What follows belongs to an exercise in optimizing a design on an open flow for small area; a production flow would make more cautious choices.
Only simulation tests tie the RTL to the original design; equivalence was not proved.
Power is estimated from default activity; no workload was simulated.

==> flow/design.v <==
module peripheral_gpio_apb4 #(
  PDATA_SIZE = 32,   
  PADDR_SIZE = 8
) (
  input                         PRESETn,
  input                         PCLK,
  input                         PSEL,
  input                         PENABLE,
  input      [PADDR_SIZE  -1:0] PADDR,
  input                         PWRITE,
  input      [PDATA_SIZE/8-1:0] PSTRB,
  input      [PDATA_SIZE  -1:0] PWDATA,
  output reg [PDATA_SIZE  -1:0] PRDATA,
  output                        PREADY,
  output                        PSLVERR,
  output reg irq_o,
  input      [PDATA_SIZE  -1:0] gpio_i,
  output reg [PDATA_SIZE  -1:0] gpio_o,
  output reg [PDATA_SIZE  -1:0] gpio_oe
);
  localparam MODE = 0;
  localparam DIRECTION = 1;
  localparam OUTPUT = 2;
  localparam INPUT = 3;
  localparam TR_TYPE = 4;
  localparam TR_LVL0 = 5;
  localparam TR_LVL1 = 6;
  localparam TR_STAT = 7;
  localparam IRQ_ENA = 8;
  localparam INPUT_STAGES = 2;
  logic [PDATA_SIZE-1:0] mode_reg;
  logic [PDATA_SIZE-1:0] dir_reg;
  logic [PDATA_SIZE-1:0] out_reg;
  logic [PDATA_SIZE-1:0] in_reg;
  logic [PDATA_SIZE-1:0] tr_type_reg;
  logic [PDATA_SIZE-1:0] tr_lvl0_reg;
  logic [PDATA_SIZE-1:0] tr_lvl1_reg;
  logic [PDATA_SIZE-1:0] tr_stat_reg;
  logic [PDATA_SIZE-1:0] irq_ena_reg;
  logic [PDATA_SIZE-1:0] tr_in_dly_reg;
  logic [PDATA_SIZE-1:0] tr_rising_edge_reg;
  logic [PDATA_SIZE-1:0] tr_falling_edge_reg;
  logic [PDATA_SIZE-1:0] tr_status;
  logic [PDATA_SIZE-1:0] input_regs          [INPUT_STAGES];
  wire is_read = PSEL & PENABLE & ~PWRITE;
  wire is_write = PSEL & PENABLE & PWRITE;
  function automatic [PDATA_SIZE-1:0] get_write_value(input [PDATA_SIZE-1:0] orig_val);
    for (int n = 0; n < PDATA_SIZE / 8; n++) begin
      get_write_value[n*8+:8] = PSTRB[n] ? PWDATA[n*8+:8] : orig_val[n*8+:8];
    end
  endfunction
  function automatic [PDATA_SIZE-1:0] get_clearonwrite_value(input [PDATA_SIZE-1:0] orig_val);
    for (int n = 0; n < PDATA_SIZE / 8; n++) begin
      get_clearonwrite_value[n*8 +: 8] = PSTRB[n] ? orig_val[n*8 +: 8] & ~PWDATA[n*8 +: 8] : orig_val[n*8 +: 8];
    end
  endfunction
  assign PREADY  = 1'b1;   
  assign PSLVERR = 1'b0;   
  always @(posedge PCLK, negedge PRESETn) begin
    if (!PRESETn) begin
      mode_reg <= {PDATA_SIZE{1'b0}};
    end else if ((is_write & (PADDR == MODE))) begin
      mode_reg <= get_write_value(mode_reg);
    end
  end
  always @(posedge PCLK, negedge PRESETn) begin
    if (!PRESETn) begin
      dir_reg <= {PDATA_SIZE{1'b0}};
    end else if ((is_write & (PADDR == DIRECTION))) begin
      dir_reg <= get_write_value(dir_reg);
    end
  end
  always @(posedge PCLK, negedge PRESETn) begin
    if (!PRESETn) begin
      out_reg <= {PDATA_SIZE{1'b0}};
    end else if ((is_write & (PADDR == OUTPUT)) || (is_write & (PADDR == INPUT))) begin
      out_reg <= get_write_value(out_reg);
    end
  end
  always @(posedge PCLK, negedge PRESETn) begin
    if (!PRESETn) begin
      tr_type_reg <= {PDATA_SIZE{1'b0}};
    end else if ((is_write & (PADDR == TR_TYPE))) begin
      tr_type_reg <= get_write_value(tr_type_reg);
    end
  end
  always @(posedge PCLK, negedge PRESETn) begin
    if (!PRESETn) begin
      tr_lvl0_reg <= {PDATA_SIZE{1'b0}};
    end else if ((is_write & (PADDR == TR_LVL0))) begin
      tr_lvl0_reg <= get_write_value(tr_lvl0_reg);
    end
  end
  always @(posedge PCLK, negedge PRESETn) begin
    if (!PRESETn) begin
      tr_lvl1_reg <= {PDATA_SIZE{1'b0}};
    end else if ((is_write & (PADDR == TR_LVL1))) begin
      tr_lvl1_reg <= get_write_value(tr_lvl1_reg);
    end
  end
  always @(posedge PCLK, negedge PRESETn) begin
    if (!PRESETn) begin
      tr_stat_reg <= {PDATA_SIZE{1'b0}};
    end else if ((is_write & (PADDR == TR_STAT))) begin
      tr_stat_reg <= get_clearonwrite_value(tr_stat_reg) | tr_status;
    end else begin
      tr_stat_reg <= tr_stat_reg | tr_status;
    end
  end
  always @(posedge PCLK, negedge PRESETn) begin
    if (!PRESETn) begin
      irq_ena_reg <= {PDATA_SIZE{1'b0}};
    end else if ((is_write & (PADDR == IRQ_ENA))) begin
      irq_ena_reg <= get_write_value(irq_ena_reg);
    end
  end
  always @(posedge PCLK) begin
    case (PADDR)
      MODE:      PRDATA <= mode_reg;
      DIRECTION: PRDATA <= dir_reg;
      OUTPUT:    PRDATA <= out_reg;
      INPUT:     PRDATA <= in_reg;
      TR_TYPE:   PRDATA <= tr_type_reg;
      TR_LVL0:   PRDATA <= tr_lvl0_reg;
      TR_LVL1:   PRDATA <= tr_lvl1_reg;
      TR_STAT:   PRDATA <= tr_stat_reg;
      IRQ_ENA:   PRDATA <= irq_ena_reg;
      default:   PRDATA <= {PDATA_SIZE{1'b0}};
    endcase
  end
  always @(posedge PCLK) begin
    for (int n = 0; n < INPUT_STAGES; n++) begin
      if (n == 0) begin
        input_regs[n] <= gpio_i;
      end else begin
        input_regs[n] <= input_regs[n-1];
      end
    end
  end
  always @(posedge PCLK) begin
    in_reg <= input_regs[INPUT_STAGES-1];
  end
  always @(posedge PCLK) begin
    for (int n = 0; n < PDATA_SIZE; n++) begin
      gpio_o[n] <= mode_reg[n] ? 1'b0 : out_reg[n];
    end
  end
  always @(posedge PCLK) begin
    for (int n = 0; n < PDATA_SIZE; n++) begin
      gpio_oe[n] <= dir_reg[n] & ~(mode_reg[n] ? out_reg[n] : 1'b0);
    end
  end
  always @(posedge PCLK) begin
    tr_in_dly_reg <= in_reg;
  end
  always @(posedge PCLK, negedge PRESETn) begin
    if (!PRESETn) begin
      tr_rising_edge_reg <= {PDATA_SIZE{1'b0}};
    end else begin
      tr_rising_edge_reg <= in_reg & ~tr_in_dly_reg;
    end
  end
  always @(posedge PCLK, negedge PRESETn) begin
    if (!PRESETn) begin
      tr_falling_edge_reg <= {PDATA_SIZE{1'b0}};
    end else begin
      tr_falling_edge_reg <= tr_in_dly_reg & ~in_reg;
    end
  end
  always_comb begin
    for (int n = 0; n < PDATA_SIZE; n++) begin
      case (tr_type_reg[n])
        0: tr_status[n] = (tr_lvl0_reg[n] & ~in_reg[n]) | (tr_lvl1_reg[n] & in_reg[n]);
        1: tr_status[n] = (tr_lvl0_reg[n] & tr_falling_edge_reg[n]) | (tr_lvl1_reg[n] & tr_rising_edge_reg[n]);
      endcase
    end
  end
  always @(posedge PCLK, negedge PRESETn) begin
    if (!PRESETn) begin
      irq_o <= 1'b0;
    end else begin
      irq_o <= |(irq_ena_reg & tr_stat_reg);
    end
  end
endmodule
==> flow/run.sh <==
#!/bin/bash
# synth_recipe.tcl (not shown) runs the flow's synth.tcl, then flattens the netlist and writes it again
# the make line also repeats each setting of config.mk as NAME=value (left out here)
make -C /OpenROAD-flow-scripts/flow DESIGN_CONFIG=/design/flow/config.mk WORK_HOME=/design/flow/orfs CLKGATE_MAP_FILE= SYNTH_SCRIPT=/design/flow/synth_recipe.tcl finish
==> flow/config.mk <==
export PLATFORM = sky130hd
export DESIGN_NAME = peripheral_gpio_apb4
export DESIGN_NICKNAME = peripheral_gpio_apb4
export VERILOG_FILES = /design/flow/design.v
export SDC_FILE = /design/flow/constraint.sdc
export NUM_CORES = 4
export LEC_CHECK = 0
export CAP_MARGIN = 20
export CORE_MARGIN = 2
export CORE_UTILIZATION = 40
export SLEW_MARGIN = 20
==> flow/constraint.sdc <==
create_clock -name core_clock -period 5.0 [get_ports {PCLK}]
set_input_delay 1.0000 -clock core_clock [delete_from_list [all_inputs] [get_ports {PCLK}]]
set_output_delay 1.0000 -clock core_clock [all_outputs]
set_load 0.01 [all_outputs]
==> run summary <==
final timing paths:
| check | endpoint | cells after the start | start |
|---|---|---|---|
| setup / recovery | dir_reg[30] | 5 | PADDR[7] |
| hold / removal | in_reg[15] | 0 | input_regs[1][15] |
| setup reg to reg | irq_o | 3 | tr_stat_reg[2] |
| hold reg to reg | in_reg[15] | 0 | input_regs[1][15] |
| max in group asynchronous | tr_rising_edge_reg[0] | 2 | PRESETn |
| min in group asynchronous | mode_reg[26] | 1 | PRESETn |
cell type report:
| class | count | share of cell area (%) |
|---|---|---|
| inverter | 1 | 0.01529 |
| antenna | 6 | 0.06116 |
| tap | 664 | 3.384 |
| timing repair buffer | 202 | 8.042 |
| sequential | 545 | 50.99 |
| multi-input combinational | 782 | 29.54 |
| clock inverter | 19 | 0.6422 |
| clock buffer | 85 | 7.324 |
power by group:
group          internal [mW]  switching (mW)
clock                   2.58            1.71
combinational          0.207           0.225
sequential              4.54           0.124
metal layers:
layer	share of wire, %	global-route usage (%)
met2	46	31.56
met5	0.025	0
met3	6.8	4.220
met4	3.5	9.319
met1	44	28.32
worst register-to-register path, cell delays in order (launching register included):
cell     delay (ps)
dfrtp_1         430
a22oi_1         280
nand4_1         240
or4_1           600
cell usage in the layout (no fill, tap or decap), types with 4 or more instances in the layout:
cell type and instances:
mux4_2 30, clkbuf_16 62, mux2_2 255, nor2_4 4, a221o_1 43, nor2b_1 98, diode_2 6, nand2b_1 5
mux2_4 16, a21boi_0 65, nand4_1 4, nand2_2 4, a22oi_1 46, clkbuf_1 7, a22o_1 17, nand2_1 45
and4_1 4, a222oi_1 16, nand3_2 4, dfxtp_1 224, o21ai_0 49, and3_1 6, nor2_8 4, clkdlybuf4s50_1 175
buf_4 25, nor2_1 6, nor2_2 6, dfrtp_1 321, o2bb2ai_1 11, nor3_4 4, clkbuf_8 16, clkinv_2 11
logic make-up (layout without fill, tap and decap cells):
family / after synthesis / in the layout / share of synthesized area (%)
buf+inv: 48 / 307 / 1.077
mux: 305 / 305 / 19.16
simple gates: 215 / 215 / 7.013
compound gates: 260 / 260 / 10.07
flops: 545 / 545 / 62.64
other cells: 2 / 8 / 0.03758
==> impl_metrics.py <==
metrics = {
    "status": {
        "outcome": "finished clean",
    },
    "worst_setup_path": {
        "worstPathMaxFanout": 29,
        "crit_required_ps": 5470,
        "slowest_delay_ps": 780,
        "startpoint_type": "input port",
        "critPathBufInv": 1,
        "end_kind": "flop",
        "regToRegSetupSlack_ps": 3310,
        "worst_ep_arrival_time_ps": 3740,
        "worstSetupPathType": "input port to flop",
        "slowest_stage": "or4_4",
        "crit_family": "simple AND/OR/NAND/NOR gates",
        "path_cells": "clkdlybuf4s50_1 -> or4_4 -> nor3_2 -> nand2_1 -> mux2_2",
    },
    "global_routing": {
        "grt_pass1_vias": 12730,
        "grt_use_total_pct": 20.63,
        "grt_pass1_wl_mm": 79.24,
        "grt_max_degree": 111,
        "grt_overflow": 0,
        "grt_antenna_before_repair": 6,
    },
    "floorplan": {
        "core_um2": 49150,
        "die_area_um2": 51760,
        "floorplan.die.width_um": 227.5,
        "die_height_um": 227.5,
        "start_util_pct": 40.65,
        "std_cell_rows": 81,
        "io_pins": 180,
    },
    "synthesis": {
        "synth.most_common_cell": "dfrtp_1",
        "synth_cell_type_count": 59,
        "synth-edff-count": 0,
        "avgSynthCellArea_um2": 14.53,
        "synth_top_area_cell": "dfrtp_1",
        "syn_nets": 1456,
        "synth_top_area_share_pct": 40.20,
        "async_reset_ff_share_pct": 58.90,
        "yosysSeqAreaShare_pct": 62.64,
        "ys_top_cells_by_area": "dfrtp_1, dfxtp_1, mux2_2",
        "synth_cells": 1375,
        "syn_area_um2": 19980,
        "synth.top_cells.by_count": "dfrtp_1, mux2_2, dfxtp_1",
        "ys_warn_count": 2,
        "ys.flop_type": "dfrtp_1",
        "synth-seq-cells": 545,
    },
    "sta": {
        "slew_headroom_pct": 33.11,
        "drv_slew": 0,
        "final_hold_viol_count": 0,
        "fin_worst_skew_ps": 15.44,
        "holdWs_ps": 320.6,
        "layout_setup_ws_ps": 1733,
        "period_share_pct": 65.35,
        "fin_crit_ps": 3267,
        "setup_viol": 0,
        "tightest_slew_ps": 1002,
        "setup_tns_ps": 0,
        "max_freq_mhz": 306.1,
        "rsz0062_at_grt": "no",
    },
    "final_layout": {
        "regArea_um2": 12520,
        "top_register": "input_regs",
        "largest_register_ffs": 64,
        "drive_gt1_share_pct": 28.09,
        "area_delta_synth_final_pct": 22.85,
        "final_core_util_pct": 49.95,
        "multi_input_area_um2": 7253,
        "nFillCells": 4230,
        "nets": 1669,
        "final_cell_area_um2": 24550,
        "final_cell_count_no_fill": 2304,
    },
    "power": {
        "cellLeakagePower_nw": 10.77,
        "power_mw": 9.389,
        "powerDensity_nw_per_um2": 382.5,
        "vdd_drop_max_v": 0.0002247,
    },
    "clock_tree": {
        "path_clk_slew_ps": 60,
        "cts.sinks": 545,
        "clock_path_buffers": 3,
        "numCtsBuffers": 56,
        "cts_setup_buffers": 0,
        "h-tree-depth": 2,
        "cts_root_buf": "clkbuf_16",
        "ctsResizeCount": 0,
        "cts_tree": "done",
        "hold_buffers": 0,
        "clock_latency_ps": 600,
    },
    "detailed_routing": {
        "ant_nets": 0,
        "dr_total_vias": 12240,
        "drt-pass1-iter-count": 8,
        "wl_mm": 52.20,
        "routedWlPerCell_um": 22.66,
        "drc": 0,
        "routed_via_density": 5.312,
        "drtIter0Drc": 929,
    },
    "place": {
        "post-place-cells": 2194,
        "place.gp.congestion": 0.8288,
        "port_buffers": 177,
        "pre_cts_ws_ps": 1194,
        "placed_cell_area_um2": 22580,
        "dp_hpwl_mm": 34.94,
    },
    "min_path": {
        "hold_path.class": "flop to flop",
    },
    "job": {
        "max-cap-violations": 0,
    },
}

==> port drivers added, routing unchanged <==
How much do the figures lean on ideal ports? The routed layout below was timed once more, with nothing changed but the port constraints. Step 1: set_driving_cell puts a clkbuf_16 on PCLK and a buf_2 on each other input, an assumption about the parent block. Step 2 times the ports against the registers' clock, not the clock port: input delays grow and output delays shrink by t, the midpoint of the rising clock arrivals with the driver on. Three values: ideal, step 1, step 2; two values: the first two.
shift t [ns]: 0.649
setup slack, ns: 1.733 / 1.755 / 1.106
latest minus earliest clock arrival (ns): 0.017 / 0.018
worst register clock-pin slew, ns: 0.07 / 0.07
pins driven straight from the clock port: 1
After both steps setup and hold are still met in this run. The setup slack of this run moves by +0.022 ns with the drivers and by -0.627 ns with both steps.
